Source: an optimization exercise on an open RTL-to-GDS flow (aim: small area, a short achievable clock period and few clock cycles). Production flows keep margins and buffers that such runs may drop.
In this exercise RTL edits were held to simulation tests only and were not proved equivalent to the original.
Power is estimated from default activity; no workload was simulated.

### flow/constraint.sdc
create_clock -name core_clock -period 6.0 [get_ports {clk}]
set_input_delay 1.2000 -clock core_clock [delete_from_list [all_inputs] [get_ports {clk}]]
set_output_delay 1.2000 -clock core_clock [all_outputs]
set_load 0.01 [all_outputs]
### flow/run.sh
#!/bin/bash
# synth_recipe.tcl (not shown) runs the flow's synth.tcl, then flattens the netlist and writes it again
# the make line also repeats each setting of config.mk as NAME=value (left out here)
make -C /OpenROAD-flow-scripts/flow DESIGN_CONFIG=/design/flow/config.mk WORK_HOME=/design/flow/orfs CLKGATE_MAP_FILE= SYNTH_SCRIPT=/design/flow/synth_recipe.tcl finish
### flow/config.mk
export PLATFORM = sky130hd
export DESIGN_NAME = cpu
export DESIGN_NICKNAME = cpu
export VERILOG_FILES = /design/flow/design.v
export SDC_FILE = /design/flow/constraint.sdc
export NUM_CORES = 4
export LEC_CHECK = 0
export CAP_MARGIN = 20
export CORE_MARGIN = 2
export CORE_UTILIZATION = 40
export SLEW_MARGIN = 20
### flow/design.v
module add_32(a, b, result);
  input [31:0] a, b;
  output [31:0] result;
  assign result = a + b;
endmodule
module mux_2x1_32(i1, i2, select, out);
input [31:0] i1, i2;
input select;
output [31:0] out;
reg [31:0] out;
always@(i1 or i2 or select)
begin
if(select== 0)
begin
out <= i1;
end
else
begin
out <= i2;
end
end
endmodule
module mux_2x1_5(i1, i2, select, out);
input [4:0] i1, i2;
input select;
output [4:0] out;
reg [4:0] out;
always@(i1 or i2 or select)
begin
if(select== 0)
begin
out <= i1;
end
else
begin
out <= i2;
end
end
endmodule
module pc_4 (pc, pc_4);
input [31:0] pc;
output [31:0] pc_4;
reg [31:0] pc_4;
always@(pc)
begin
pc_4 <= pc + 32'd4;
end
endmodule
module reg32(clk, in, out, reset);
input [31:0] in;
input clk, reset;
output [31:0] out;
reg [31:0] out;
always@(posedge clk )
begin
if (reset) out<=32'd0;
else out<=in;
end
endmodule
module shift_left_2(inData,outData);
  input [31:0]inData;
  output [31:0]outData;
  reg [31:0]outData;
  always@(inData)
    begin
      outData=inData<<2;
    end
endmodule   
module sign_extender_16to32(inputData, outputData);
  input[15:0] inputData;
  output[31:0] outputData;
  reg [31:0] outputData;
  always@(inputData)
    begin
      outputData[15:0]  = inputData[15:0];
      outputData[31:16] = {16{inputData[15]}};
    end
endmodule
module ALU (OUT, ZeroFlag, In1, In2, ALUOP,shift);
input [31:0] In1, In2;
input [3:0] ALUOP;
input [4:0] shift;
output [31:0] OUT ;
reg [31:0] OUT;
output ZeroFlag;
reg ZeroFlag;
always @ (*)
begin
OUT = 32'd0;
ZeroFlag = 1'b0;
case (ALUOP)
4'b0010 : OUT = In1 + In2;
4'b0110 : OUT = In1 - In2;
4'b0000 : OUT = In1 & In2;
4'b0001 : OUT = In1 | In2;
4'b0100 : OUT = In2 << shift;
4'b0101 : OUT = In2 >> shift;
4'b0111 : OUT = In1 < In2;
4'b1000 : if(In1==In2) ZeroFlag=1; else ZeroFlag=0;
4'b1001 : if(In1!=In2) ZeroFlag=1; else ZeroFlag=0;
default : OUT = 32'd0;
endcase
end
endmodule
module alu_control(func, ALUOP, aluctl);
input [5:0] func;
input [2:0] ALUOP;
output [3:0] aluctl;
reg [3:0] aluctl;
    parameter F_add = 6'd32;
    parameter F_sub = 6'd34;
    parameter F_and = 6'd36;
    parameter F_or  = 6'd37;
   parameter F_sll = 6'd0;
   parameter F_srl = 6'd2;
    parameter F_slt = 6'd42;
    parameter ALU_add = 4'b0010;
    parameter ALU_sub = 4'b0110;
    parameter ALU_and = 4'b0000;
    parameter ALU_or  = 4'b0001;
   parameter ALU_sll = 4'b0100;
   parameter ALU_srl = 4'b0101;
    parameter ALU_slt = 4'b0111;
   parameter ALU_beq = 4'b1000;
   parameter ALU_bne = 4'b1001;
    always @(*)
    begin
        aluctl = 4'b1111;
        case (ALUOP) 
            3'b000 : aluctl = ALU_add;
            3'b001 : aluctl = ALU_beq;
        3'b111 : aluctl = ALU_bne;
        3'b011 : aluctl = ALU_and;
        3'b100 : aluctl = ALU_or;
            3'b010 : case (func) 
                        F_add : aluctl = ALU_add;
                        F_sub : aluctl = ALU_sub;
                        F_and : aluctl = ALU_and;
                        F_or  : aluctl = ALU_or;
                        F_sll : aluctl = ALU_sll;
                        F_srl : aluctl = ALU_srl;
                        F_slt : aluctl = ALU_slt;
                    endcase
        endcase
    end
endmodule
module Control(opcode, RegWrite, MemToReg, MemRead, MemWrite, Branch, ALUSrc, RegDest, ALUOp);
input [5:0] opcode;
output RegWrite, MemToReg, MemRead, MemWrite, Branch, ALUSrc, RegDest;
output [2:0] ALUOp;
reg RegWrite, MemToReg, MemRead, MemWrite, Branch, ALUSrc, RegDest;
reg [2:0] ALUOp;
   parameter R = 6'd0;
    parameter LW = 6'd35;
    parameter SW = 6'd43;
    parameter BEQ  = 6'd4;
   parameter BNE  = 6'd5;
   parameter ORI  = 6'hD;
   parameter ANDI = 6'hC;
   parameter ADDI = 6'h8;
always@(*)
begin
RegDest=1'b0;
ALUSrc=1'b0;
MemToReg=1'b0;
RegWrite=1'b0;
MemRead=1'b0;
MemWrite=1'b0;
Branch=1'b0;
ALUOp = 3'b000;
case(opcode)
R:
begin 
RegDest=1'b1;
ALUSrc=1'b0;
MemToReg=1'b0;
RegWrite=1'b1;
MemRead=1'b0;
MemWrite=1'b0;
Branch=1'b0;
ALUOp = 3'b010; 
end
LW:
begin 
RegDest=1'b0;
ALUSrc=1'b1;
MemToReg=1'b1;
RegWrite=1'b1;
MemRead=1'b1;
MemWrite=1'b0;
Branch=1'b0;
ALUOp = 3'b000; 
end
SW:
begin 
RegDest=1'b0;
ALUSrc=1'b1;
MemToReg=1'b0;
RegWrite=1'b0;
MemRead=1'b0;
MemWrite=1'b1;
Branch=1'b0;
ALUOp = 3'b000; 
end
BEQ:
begin 
RegDest=1'b0;
ALUSrc=1'b0;
MemToReg=1'b0;
RegWrite=1'b0;
MemRead=1'b0;
MemWrite=1'b0;
Branch=1'b1;
ALUOp = 3'b001; 
end
BNE:
begin 
RegDest=1'b0;
ALUSrc=1'b0;
MemToReg=1'b0;
RegWrite=1'b0;
MemRead=1'b0;
MemWrite=1'b0;
Branch=1'b1;
ALUOp = 3'b111; 
end
ADDI:
begin 
RegDest=1'b0;
ALUSrc=1'b1;
MemToReg=1'b0;
RegWrite=1'b1;
MemRead=1'b0;
MemWrite=1'b0;
Branch=1'b0;
ALUOp = 3'b000; 
end
ORI:
begin 
RegDest=1'b0;
ALUSrc=1'b1;
MemToReg=1'b0;
RegWrite=1'b1;
MemRead=1'b0;
MemWrite=1'b0;
Branch=1'b0;
ALUOp = 3'b100; 
end
ANDI:
begin 
RegDest=1'b0;
ALUSrc=1'b1;
MemToReg=1'b0;
RegWrite=1'b1;
MemRead=1'b0;
MemWrite=1'b0;
Branch=1'b0;
ALUOp = 3'b011; 
end
endcase
end
endmodule
module register_file(clk, read_reg_1, read_reg_2, write_reg, write_data, regWrite, read_data_1, read_data_2);
input clk;
input [4:0] read_reg_1, read_reg_2, write_reg;
input [31:0] write_data;
input regWrite;
output [31:0] read_data_1, read_data_2;
reg [31:0] registers[31:0];
assign read_data_1 = (read_reg_1==0)? 32'b0 : registers[read_reg_1];
assign read_data_2 = (read_reg_2==0)? 32'b0 : registers[read_reg_2];
always @(posedge clk)
begin
if(regWrite)
begin
if(write_reg!=0)
begin
registers[write_reg] <= write_data;
end
end
end
endmodule
module IF_ID_reg(clk,instruction, pc_4, out1, out2, reset);
input clk, reset;
input [31:0] instruction, pc_4;
output [31:0] out1, out2;
reg [31:0] out1, out2;
always@(posedge clk)
begin
if (reset) out1<=32'd0;
else out1<=instruction;
out2<=pc_4;
end
endmodule
module ID_EX_reg(clk, pc_4, reg1, reg2, sign_extend, rt, rd, RegWrite, MemToReg, MemRead, MemWrite, Branch, ALUSrc, RegDest, ALUOp, out1, out2, out3, out4, out5, out6, out7, out8, out9, out10, out11, out12, out13, out14, reset);
input clk, reset, RegWrite, MemToReg, MemRead, MemWrite, Branch, ALUSrc, RegDest;
input [31:0] pc_4, reg1, reg2, sign_extend;
input [4:0] rt, rd;
input [2:0] ALUOp;
output [31:0] out1, out2, out3, out4;
reg [31:0] out1, out2, out3, out4;
output [4:0] out5, out6;
reg [4:0] out5, out6;
output out7, out8, out9, out10, out11, out12, out13;
reg out7, out8, out9, out10, out11, out12, out13;
output [2:0] out14;
reg [2:0] out14;
always@(posedge clk )
begin
out1<=pc_4;
out2<=reg1;
out3<=reg2;
out4<=sign_extend;
out5<=rt;
out6<=rd;
out7<=reset ? 1'b0 : RegWrite;
out8<=MemToReg;
out9<=reset ? 1'b0 : MemRead;
out10<=reset ? 1'b0 : MemWrite;
out11<=reset ? 1'b0 : Branch;
out12<=ALUSrc;
out13<=RegDest;
out14<=ALUOp;
end
endmodule
module EX_MEM_reg(clk, branch_address, alu_result_address, write_to_memory, rd, zeroflag, RegWrite, MemToReg, MemRead, MemWrite, Branch, out1, out2, out3, out4, out5, out6, out7,out8, out9, out10, reset);
input clk, reset,  RegWrite, MemToReg, MemRead, MemWrite, Branch;
input [31:0] branch_address, alu_result_address, write_to_memory;
input [4:0] rd;
input  zeroflag;
output [31:0] out1, out2, out3;
reg [31:0] out1, out2, out3;
output [4:0] out4;
reg [4:0] out4;
output out5, out6, out7,out8, out9, out10;
reg out5, out6, out7,out8, out9, out10;
always@(posedge clk)
begin
out1<=branch_address;
out2<=alu_result_address;
out3<=write_to_memory;
out4<=rd;
out5<=zeroflag;
out6<=reset ? 1'b0 : RegWrite;
out7<=MemToReg;
out8<=reset ? 1'b0 : MemRead;
out9<=reset ? 1'b0 : MemWrite;
out10<=reset ? 1'b0 : Branch;
end
endmodule
module MEM_WB_reg(clk, alu_result, memoryread, rd, RegWrite, MemToReg, out1, out2, out3,out4,out5, reset);
input clk, reset, RegWrite, MemToReg;
input [31:0] alu_result, memoryread;
input [4:0] rd;
output [31:0] out1, out2;
reg [31:0] out1, out2;
output [4:0] out3;
reg [4:0] out3;
output out4, out5;
reg out4, out5;
always@(posedge clk)
begin
out1<=alu_result;
out2<=memoryread;
out3<=rd;
out4<=reset ? 1'b0 : RegWrite;
out5<=MemToReg;
end
endmodule
module StageOne(clk,add_result,pcSrc, out1,out2, reset, imem_addr, imem_data);
wire [31:0] address;
output [31:0] out1, out2;
input pcSrc, clk, reset;
input [31:0] add_result;
output [31:0] imem_addr;
input [31:0] imem_data;
wire [31:0] pc_out,instruction,pc_4;
wire [31:0] pc_init;
reg32 b(clk,pc_init,pc_out,reset);
mux_2x1_32 a(pc_4,add_result,pcSrc,pc_init);
pc_4 c(pc_out,pc_4);
assign imem_addr = pc_out;
assign instruction = imem_data;
IF_ID_reg e(clk,instruction,pc_4,out1,out2,reset);
endmodule
module StageTwo(clk,WriteReg,WriteData,Writebit,instruction,pc, RegWrite, MemToReg, MemRead, MemWrite, Branch, ALUSrc, RegDest, ALUOp,outpc,data1,data2,signExt,inst15,inst20,reset);
input [31:0] instruction,pc;
input clk, reset;
output RegWrite, MemToReg, MemRead, MemWrite, Branch, ALUSrc, RegDest;
output [2:0] ALUOp;
output [31:0] outpc,data1,data2,signExt;
output [4:0] inst15;
output [4:0] inst20;
wire out1,out2,out3,out4,out5,out6,out7;
wire [2:0] out8;
input [4:0] WriteReg;
input [31:0] WriteData;
input Writebit;
wire [31:0] read_data_1;
wire [31:0] read_data_2;
wire [31:0] signext;
Control e(instruction[31:26], out1, out2, out3, out4, out5, out6, out7, out8);
register_file a(clk, instruction[25:21], instruction[20:16], WriteReg, WriteData, Writebit, read_data_1, read_data_2);
sign_extender_16to32 b(instruction[15:0], signext);
ID_EX_reg c(clk, pc, read_data_1, read_data_2, signext, instruction[20:16], instruction[15:11], out1, out2, out3, out4, out5, out6, out7, out8, outpc, data1, data2, signExt, inst15, inst20, RegWrite, MemToReg, MemRead, MemWrite, Branch, ALUSrc, RegDest, ALUOp, reset );
endmodule
module StageThree (clk,RegWrite, MemToReg, MemRead, MemWrite, Branch, ALUSrc, RegDest,ALUOP,pc_4,data1,data2,sign_extend, rt, rd,out1, out2, out3, out4, out5, out6, out7,out8, out9, out10, reset);
input clk, reset;
input RegWrite, MemToReg, MemRead, MemWrite, Branch, ALUSrc, RegDest;
input [2:0] ALUOP;
input [31:0] pc_4,data1,data2,sign_extend;
input [4:0] rt,rd;
wire [31:0] sign_extend_shifted,outpc,alub,aluout;
wire ZeroFlag;
wire [3:0] aluctl;
wire [4:0] muxout;
output [31:0] out1, out2, out3;
output [4:0] out4;
output out5, out6, out7,out8, out9, out10;
shift_left_2 a(sign_extend,sign_extend_shifted);
add_32 b(pc_4,sign_extend_shifted,outpc);
mux_2x1_32 c(data2,sign_extend,ALUSrc, alub);
alu_control d(sign_extend[5:0], ALUOP, aluctl);
ALU e(aluout, ZeroFlag, data1, alub, aluctl,sign_extend[10:6]);
mux_2x1_5 f(rt,rd,RegDest,muxout);
EX_MEM_reg g(clk, outpc, aluout, data2, muxout, ZeroFlag, RegWrite, MemToReg, MemRead, MemWrite, Branch, out1, out2, out3, out4, out5, out6, out7,out8, out9, out10, reset);
endmodule
module StageFour (clk,pcSrc,RegWrite, MemToReg, MemRead, MemWrite, Branch,ZeroFlag,outpc,alu_result,data2,mux_out,outtostage1,out1, out2, out3,out4,out5, reset, dmem_addr, dmem_wdata, dmem_we, dmem_re, dmem_rdata);
input  RegWrite, MemToReg, MemRead, MemWrite, Branch,ZeroFlag,clk,reset;
input [31:0] outpc,alu_result,data2;
input [4:0] mux_out;
output pcSrc;
output [31:0] outtostage1;
output [31:0] out1, out2;
output [4:0] out3;
output out4, out5;
output [31:0] dmem_addr, dmem_wdata;
output dmem_we, dmem_re;
input [31:0] dmem_rdata;
wire [31:0] memout ;
assign outtostage1=outpc;
and (pcSrc,Branch,ZeroFlag);
assign dmem_addr = alu_result;
assign dmem_wdata = data2;
assign dmem_we = MemWrite;
assign dmem_re = MemRead;
assign memout = dmem_rdata;
MEM_WB_reg b(clk, alu_result, memout, mux_out, RegWrite, MemToReg, out1, out2, out3, out4, out5, reset);
endmodule
module StageFive (clk, alu_result, memout, writeregister, RegWrite, MemToReg,muxout,Regwriteout,writeregister_new);
input clk, RegWrite, MemToReg;
input [31:0] alu_result, memout;
input [4:0] writeregister;
output [31:0] muxout;
output Regwriteout;
output [4:0] writeregister_new;
mux_2x1_32 a(alu_result,memout,MemToReg,muxout);
assign Regwriteout = RegWrite;
assign writeregister_new=writeregister;
endmodule
module cpu (clk, reset, imem_addr, imem_data, dmem_addr, dmem_wdata, dmem_we, dmem_re, dmem_rdata, wb_en, wb_reg, wb_data);
input clk, reset;
output [31:0] imem_addr;
input  [31:0] imem_data;
output [31:0] dmem_addr, dmem_wdata;
output dmem_we, dmem_re;
input  [31:0] dmem_rdata;
output wb_en;
output [4:0] wb_reg;
output [31:0] wb_data;
wire pcSrc;
wire [31:0] add_result,instruction,pc,outtostage1,finalmux,outpc,data1,data2,sign_extend;
wire  RegWrite,Regwriteout;
wire MemToReg, MemRead, MemWrite, Branch, ALUSrc, RegDest;
wire [4:0] writeregister_new,rt,rd;
wire [2:0] ALUOp;
wire [31:0] out1, out2, out3;
wire   [4:0] out4;
wire out5, out6, out7,out8, out9, out10;
wire [31:0] out11, out12;
wire [4:0] out13;
wire out14, out15;
StageOne a(clk,outtostage1,pcSrc, instruction,pc, reset, imem_addr, imem_data);
StageTwo b(clk,writeregister_new ,finalmux, Regwriteout,instruction,pc, RegWrite, MemToReg, MemRead, MemWrite, Branch, ALUSrc, RegDest, ALUOp,outpc,data1,data2,sign_extend,rt,rd, reset);
StageThree c(clk,RegWrite, MemToReg, MemRead, MemWrite, Branch, ALUSrc, RegDest,ALUOp,outpc,data1,data2,sign_extend, rt, rd,out1, out2, out3, out4, out5, out6, out7,out8, out9, out10, reset);
StageFour d(clk,pcSrc,out6, out7,out8, out9, out10,out5,out1,out2,out3,out4,outtostage1,out11, out12, out13, out14, out15, reset, dmem_addr, dmem_wdata, dmem_we, dmem_re, dmem_rdata);
StageFive e(clk, out11, out12, out13, out14, out15,finalmux,Regwriteout,writeregister_new);
assign wb_en = Regwriteout;
assign wb_reg = writeregister_new;
assign wb_data = finalmux;
endmodule
==> summary.txt <==
cells in the mapped netlist (all sizes together) (6+ instances only):
cell,count
edfxtp,1024
mux4,550
dfxtp,401
nor2,303
mux2i,211
a21oi,196
clkbuf,189
nand2,142
ha,137
buf,131
inv,114
o21ai,109
mux2,103
nor3,80
nor2b,71
a211oi,66
nand3,54
o221ai,54
o22ai,53
xnor2,45
nand2b,43
a221oi,42
o211ai,42
a21o,35
o21bai,26
and3,21
a211o,20
nor4,19
o31ai,19
xor2,17
a31oi,15
a221o,13
and2,13
or3,13
o21a,11
o2111ai,10
or2,10
nand4,8
o31a,7
a22o,6
and4,6
clkinv,6
power groups by stage:
stage	Clock (mW)	Sequential, mW	Combinational [mW]
after floorplan	0	12.5	3.21
after detailed placement	0	13.0	5.59
after global placement	0	13.0	5.57
final	9.72	12.8	5.66
after global routing	10.3	12.8	6.03
after CTS	9.86	12.8	5.61
worst max-delay path, cell delays in order, from the launching register on:
cell and delay [ps]:
dfxtp_2 650, buf_4 440, mux2_2 720, clkdlybuf4s50_1 750
area by class of cell:
type	count	area, um^2
well taps	2204	2760
clock inverters	64	842
repair buffers	309	2960
fillers	14500	89900
multi-input cells	2678	27500
flip-flops and latches	1425	38800
clock buffers	226	4360
diodes	5	12.5
inverters	120	450
logic make-up (layout without fill, tap and decap cells):
family | Yosys count | count (layout) | share of synthesized area [%]
AO/OA/AOI/OAI | 781 | 781 | 7.89
buffers and inverters | 440 | 719 | 2.61
multiplexers | 864 | 864 | 23.2
adder cells (fa/ha/maj) | 140 | 140 | 2.62
XOR/XNOR | 62 | 62 | 0.803
other | 1 | 37 | 0.00554
AND/OR/NAND/NOR | 799 | 799 | 5.59
flip-flops | 1425 | 1425 | 57.3
state kept, by name, indices dropped and copies added (netlist names), 5 cells and up:
register	cells
a.b.out	32
a.e.out1	32
a.e.out2	32
b.a.registers	1024
b.c.out1	32
b.c.out2	32
b.c.out3	32
b.c.out4	12
b.c.out5	5
c.g.out1	32
c.g.out2	32
c.g.out3	32
c.g.out4	5
d.b.out1	32
d.b.out2	32
d.b.out3	5
metal layers:
layer	GRT usage, %	vias to the layer above	part of all wire (%)
met1	36.5	22800	40
met5	0	-	0.0089
met2	42.4	2362	46
li1	-	18400	-
met4	11.8	4	5.1
met3	5.88	484	9.2
stage by stage:
stage          setup WS, ps  power [mW]  area, um^2  util, %
2_1_floorplan          2150        15.7       67800        -
3_5_place_dp           1440        18.6       72500     43.3
5_1_grt                1120        29.1       77700     46.4
4_1_cts                1240        28.3       77700     46.4
6_report               1350        28.2       77700     46.4
3_3_place_gp           1480        18.6       72500     43.3
worst max-delay path by stage:
stage	start	endpoint	slack [ps]	depth (start not counted)
after floorplan	b.c.out12$_DFF_P_	c.g.out2[27]$_DFF_P_	2150	16
after global placement	b.c.out12$_DFF_P_	c.g.out2[30]$_DFF_P_	1480	16
after detailed placement	b.c.out12$_DFF_P_	c.g.out2[30]$_DFF_P_	1440	16
after CTS	d.b.out5$_DFF_P_	wb_data[17]	1240	3
after global routing	b.c.out12$_DFF_P_	c.g.out2[30]$_DFF_P_	1120	16
final	d.b.out5$_DFF_P_	wb_data[13]	1350	3
==> flow_metrics.env <==
export IMPL_run_status="complete, no violations"
export IMPL_relSlewSlack_pct=21.1
export IMPL_maxSlewViolCount=0
export IMPL_netSwitchingFraction_pct=30.2
export IMPL_hold_buffers=0
export IMPL_place_gp_congestion=1.02
export IMPL_critPathArrivalTime_ps=3450
export IMPL_worst_skew_pair_late_latency_ps=820
export IMPL_layout_commonest_cell="edfxtp_1"
export IMPL_synth_cell_type_count=88
export IMPL_syn_mean_instance_area_um2=15.0
export IMPL_via_count_of_the_first_global_routing_pass=42900
export IMPL_wire_per_inst_um=33.7
export IMPL_cts_htree_levels=4
export IMPL_net_switching_power_mw=8.50
export IMPL_most_common_layout_cells="edfxtp_1 (1024), mux4_2 (549), dfxtp_1 (385), nor2_1 (269), mux2i_1 (210)"
export IMPL_grt_pass1_wl_um=331000
export IMPL_criticalPathCategory="flop to primary output"
export IMPL_cell_int_power_mw=19.7
export IMPL_netlist_area_um2=67600
export IMPL_rr_startpoint="b.c.out12$_DFF_P_"
export IMPL_finalHoldWorstSlack_ps=322
export IMPL_dominantRegCellSynth="edfxtp_1"
export IMPL_ff2ff_setup_slack_ps=1390
export IMPL_final_routed_drc_violation_total=0
export IMPL_top_level_ports=202
export IMPL_pwr_share_comb_pct=20.1
export IMPL_synth_area_leaders="edfxtp_1 (45%), mux4_2 (18%), dfxtp_1 (12%), mux2i_1 (3.1%), ha_1 (2.5%)"
export IMPL_cts_tree="done"
export IMPL_critPathRequiredTime_ps=4800
export IMPL_synthDominantCellAreaShare_pct=45.5
export IMPL_grt_antenna_before_repair=20
export IMPL_p_leak_nw=26.0
export IMPL_placementRows=150
export IMPL_floorplan_die_width_um=415
export IMPL_synth_enable_flop_cells=1024
export IMPL_worst_clock_skew_ps=44.1
export IMPL_worst_setup_hold_path_clk_slew_ps=60
export IMPL_cellPowerDensity_nw_per_um2=362
export IMPL_drt_vias_per_instance=6.25
export IMPL_synthesized_netlist_cell_count=4512
export IMPL_setup_viol=0
export IMPL_path_max_fanout=33
export IMPL_post_layout_nonfiller_instances=7031
export IMPL_numCtsBuffers=156
export IMPL_post_cts_setup_buffer_count=0
export IMPL_seqPwrFrac_pct=45.4
export IMPL_die_area_um2=172000
export IMPL_postSynthRegisterBits=1425
export IMPL_drt_antenna_violating_nets=0
export IMPL_tightestPinTransition_ps=1180
export IMPL_end_kind="primary output"
export IMPL_floorplan_die_height_um=415
export IMPL_clkPwrFrac_pct=34.5
export IMPL_detail_route_wirelength_um=237000
export IMPL_grtUsageTotal_pct=27.1
export IMPL_worst_ir_drop_vdd_mv=0.265
export IMPL_asr_flop_ratio_synth_pct=0
export IMPL_grt_setup_unrepaired="no"
export IMPL_initial_core_util_pct=40.4
export IMPL_yosysWarnings=14
export IMPL_worst_r2r_endpoint="c.g.out2[24]$_DFF_P_"
export IMPL_place_hpwl_um=151000
export IMPL_total_nets_final=4896
export IMPL_hp_class="flop to flop"
export IMPL_sequential_area_share_after_synthesis_pct=57.3
export IMPL_detailed_router_s_first_iteration_violation_count=5949
export IMPL_finalHoldViolCount=0
export IMPL_drv_max_cap_violation_count=0
export IMPL_grt_start_max_net_pins=91
export IMPL_coreArea_um2=168000
export IMPL_highest_attainable_clock_frequency_ghz=0.215
export IMPL_hold_path_startpoint="a.e.out2[0]$_DFF_P_"
export IMPL_cts_root_to_sink_buffers=3
export IMPL_final_setup_tns_ps=0
export IMPL_via_count=44000
export IMPL_worst_r2r_path_depth=15
export IMPL_hold_path_cell_count=0
export IMPL_hold_path_end="b.c.out1[0]$_DFF_P_"
export IMPL_port_buffers=201
export IMPL_setup_worst_path_start_class="flop"
export IMPL_fin_crit_ps=4650
export IMPL_period_share_pct=77.6
export IMPL_cts_sinks=1425
export IMPL_yosys_area_top_type="edfxtp_1"
export IMPL_layout_area_overhead_vs_synth_pct=14.9
export IMPL_detailedRoute_firstPassIterationCount=5
export IMPL_share_of_layout_cells_above_drive_strength_1_pct=22.2
export IMPL_clk_root_buffer_cell="clkbuf_16"
export IMPL_globalRouteOverflowTotal=0
export IMPL_dpl_cell_count=6736
export IMPL_cts_repair_resized=0
Testbench counts, summed over its fixed seeds: cycles 12,905.

-- static timing again, ports no longer ideal --
Ports are ideal in the flow. The routed layout listed here was re-timed in OpenROAD. Step 1 sets driving cells, clkbuf_16 on the clock port and buf_2 on the other inputs (assumed; they add their load-dependent delay and slew). Step 2, shift: input delay + t, output delay - t, t = (earliest + latest rising clock arrival at the registers) / 2. This alone moves slack from input paths to output paths. a / b / c = ideal ports / drivers / drivers and shift; a / b = the first two.
t (ns): 0.887
setup WS [ns]: 1.347 / 1.257 / 1.395
hold slack, ns: 0.322 / 0.322 / 0.322
After both steps setup and hold are still met in this run. For this run, drivers alone change the setup slack by -0.090 ns; drivers and shift together by +0.048 ns.
